What follows belongs to an exercise in optimizing a design on an open flow for small area and a short achievable clock period; a production flow would make more cautious choices.
Only simulation tests tie the RTL to the original design; equivalence was not proved.

Design IIR, start of the top module:
module IIR
          (clk,
           reset,
           clk_enable,
           In1,
           ce_out,
           Out1);
Size: ~970 cells after synthesis, roughly 36 I/O pins.
==> flow/config.mk <==
export PLATFORM = sky130hd
export DESIGN_NAME = IIR
export DESIGN_NICKNAME = IIR
export VERILOG_FILES = /design/flow/design.v
export SDC_FILE = /design/flow/constraint.sdc
export NUM_CORES = 4
export LEC_CHECK = 0
export CAP_MARGIN = 20
export CORE_MARGIN = 2
export CORE_UTILIZATION = 40
export SLEW_MARGIN = 20
export SYNTH_HIERARCHICAL = 1
export SYNTH_MINIMUM_KEEP_SIZE = 0
==> flow/constraint.sdc <==
create_clock -name core_clock -period 10.0 [get_ports {clk}]
set_input_delay 2.0000 -clock core_clock [delete_from_list [all_inputs] [get_ports {clk}]]
set_output_delay 2.0000 -clock core_clock [all_outputs]
set_load 0.01 [all_outputs]
standard.sh (not shown) runs the stock make flow with config.mk's settings and CLKGATE_MAP_FILE= SYNTH_SCRIPT=/design/flow/synth_recipe.tcl, a recipe that flattens the netlist after the stock synthesis.
==> flow/flow/run.sh <==
#!/bin/bash
# Standard ORFS layout, with port buffers of a plain buffer cell and timing
# repair aimed below the clock period (the SDC is unchanged).
set -euo pipefail
bash standard.sh SETUP_SLACK_MARGIN=5.6 "BUFFER_PORTS_ARGS=-buffer_cell sky130_fd_sc_hd__buf_2" finish > flow_make.log 2>&1
==> next run, changes <==
==> flow/flow/run.sh (replaced) <==
#!/bin/bash
# Standard ORFS layout, with port buffers of a plain buffer cell and timing
# repair aimed below the clock period (the SDC is unchanged).
set -euo pipefail
bash standard.sh SETUP_SLACK_MARGIN=5.3 "BUFFER_PORTS_ARGS=-buffer_cell sky130_fd_sc_hd__buf_2"  finish > flow_make.log 2>&1
- ABC_AREA: not set -> 1
- TNS_END_PERCENT: not set -> 0
=> Setup slack is better by 0.28 ns. Routed wire length grows by about 9%. Global-route usage is about the same. Hold slack is about the same. Synthesized cell count grows by 42%.
==> next run, changes <==
==> flow/flow/run.sh (replaced) <==
#!/bin/bash
# Standard ORFS layout, with port buffers of a plain buffer cell and timing
# repair aimed below the clock period (the SDC is unchanged).
set -euo pipefail
bash standard.sh SETUP_SLACK_MARGIN=5.6 "BUFFER_PORTS_ARGS=-buffer_cell sky130_fd_sc_hd__buf_2" ABC_AREA=1 finish > flow_make.log 2>&1
- ABC_AREA: 1 -> not set
=>
- utilization grows by 1.5 points
- global-route usage grows by 1.3 points
- fmax grows by 1.3%
- area after synthesis is unchanged
- worst hold slack gets worse by 0.0031 ns
- final area grows by 3.3%
==> next run, changes <==
==> flow/flow/run.sh (replaced) <==
#!/bin/bash
# Standard ORFS layout, with port buffers of a plain buffer cell and timing
# repair aimed below the clock period (the SDC is unchanged).
set -euo pipefail
bash standard.sh SETUP_SLACK_MARGIN=5.3 "BUFFER_PORTS_ARGS=-buffer_cell sky130_fd_sc_hd__buf_2" finish > flow_make.log 2>&1
Outcome: Synthesized area decreases by 8.8%; utilization decreases by 0.66 points; wire length decreases by 15%; global-route usage decreases by 1.6 points; final area decreases by 8.9%; cell count decreases by 24%; first-iteration DRC count decreases by 40%.

---

Starting RTL as in the previous note.
Settings: LEC_CHECK=0, CAP_MARGIN=20, CORE_MARGIN=2, CORE_UTILIZATION=40, SLEW_MARGIN=20, SYNTH_HIERARCHICAL=1, SYNTH_MINIMUM_KEEP_SIZE=0, TNS_END_PERCENT=0; clock period 10.0 ns.
==> flow/flow/run.sh <==
#!/bin/bash
# Standard ORFS layout, with port buffers of a plain buffer cell and timing
# repair aimed below the clock period (the SDC is unchanged).
set -euo pipefail
bash standard.sh SETUP_SLACK_MARGIN=5.6 "BUFFER_PORTS_ARGS=-buffer_cell sky130_fd_sc_hd__buf_2"  finish > flow_make.log 2>&1
Change:
==> flow/flow/run.sh (replaced) <==
#!/bin/bash
# Standard ORFS layout, with port buffers of a plain buffer cell and timing
# repair aimed below the clock period (the SDC is unchanged).
set -euo pipefail
bash standard.sh SETUP_SLACK_MARGIN=5.3 "BUFFER_PORTS_ARGS=-buffer_cell sky130_fd_sc_hd__buf_2" MATCH_CELL_FOOTPRINT=0 finish > flow_make.log 2>&1
What happened: The new run finished clean; hold slack does not change; count of clock-buffer cells in the layout does not change.

## re-timing with driven ports
The flow's constraints put no driver on any port. The routed layouts listed below were extracted and timed again, unchanged, in two steps. Step 1 sets driving cells, clkbuf_16 on the clock port and buf_2 on the other inputs (assumed; they add their load-dependent delay and slew). Step 2 times the ports against the registers' clock, not the clock port: input delays grow and output delays shrink by t, the midpoint of the rising clock arrivals with the driver on. Three values: no drivers, after step 1, after step 2; two values: the first two.
run	shift t [ns]	slack for setup (ns)	worst setup path at the end
the first run of note 1	0.394	5.146 / 5.146 / 5.146	register to register
the second run of note 1	0.396	5.427 / 5.427 / 5.427	register to register
the third run of note 1	0.395	5.484 / 5.484 / 5.484	register to register
the fourth run of note 1	0.392	5.076 / 5.076 / 5.076	register to register
the first run of note 2	0.392	5.076 / 5.076 / 5.076	register to register
the second run of note 2	0.392	5.076 / 5.076 / 5.076	register to register
After both steps every run listed still meets setup and hold.
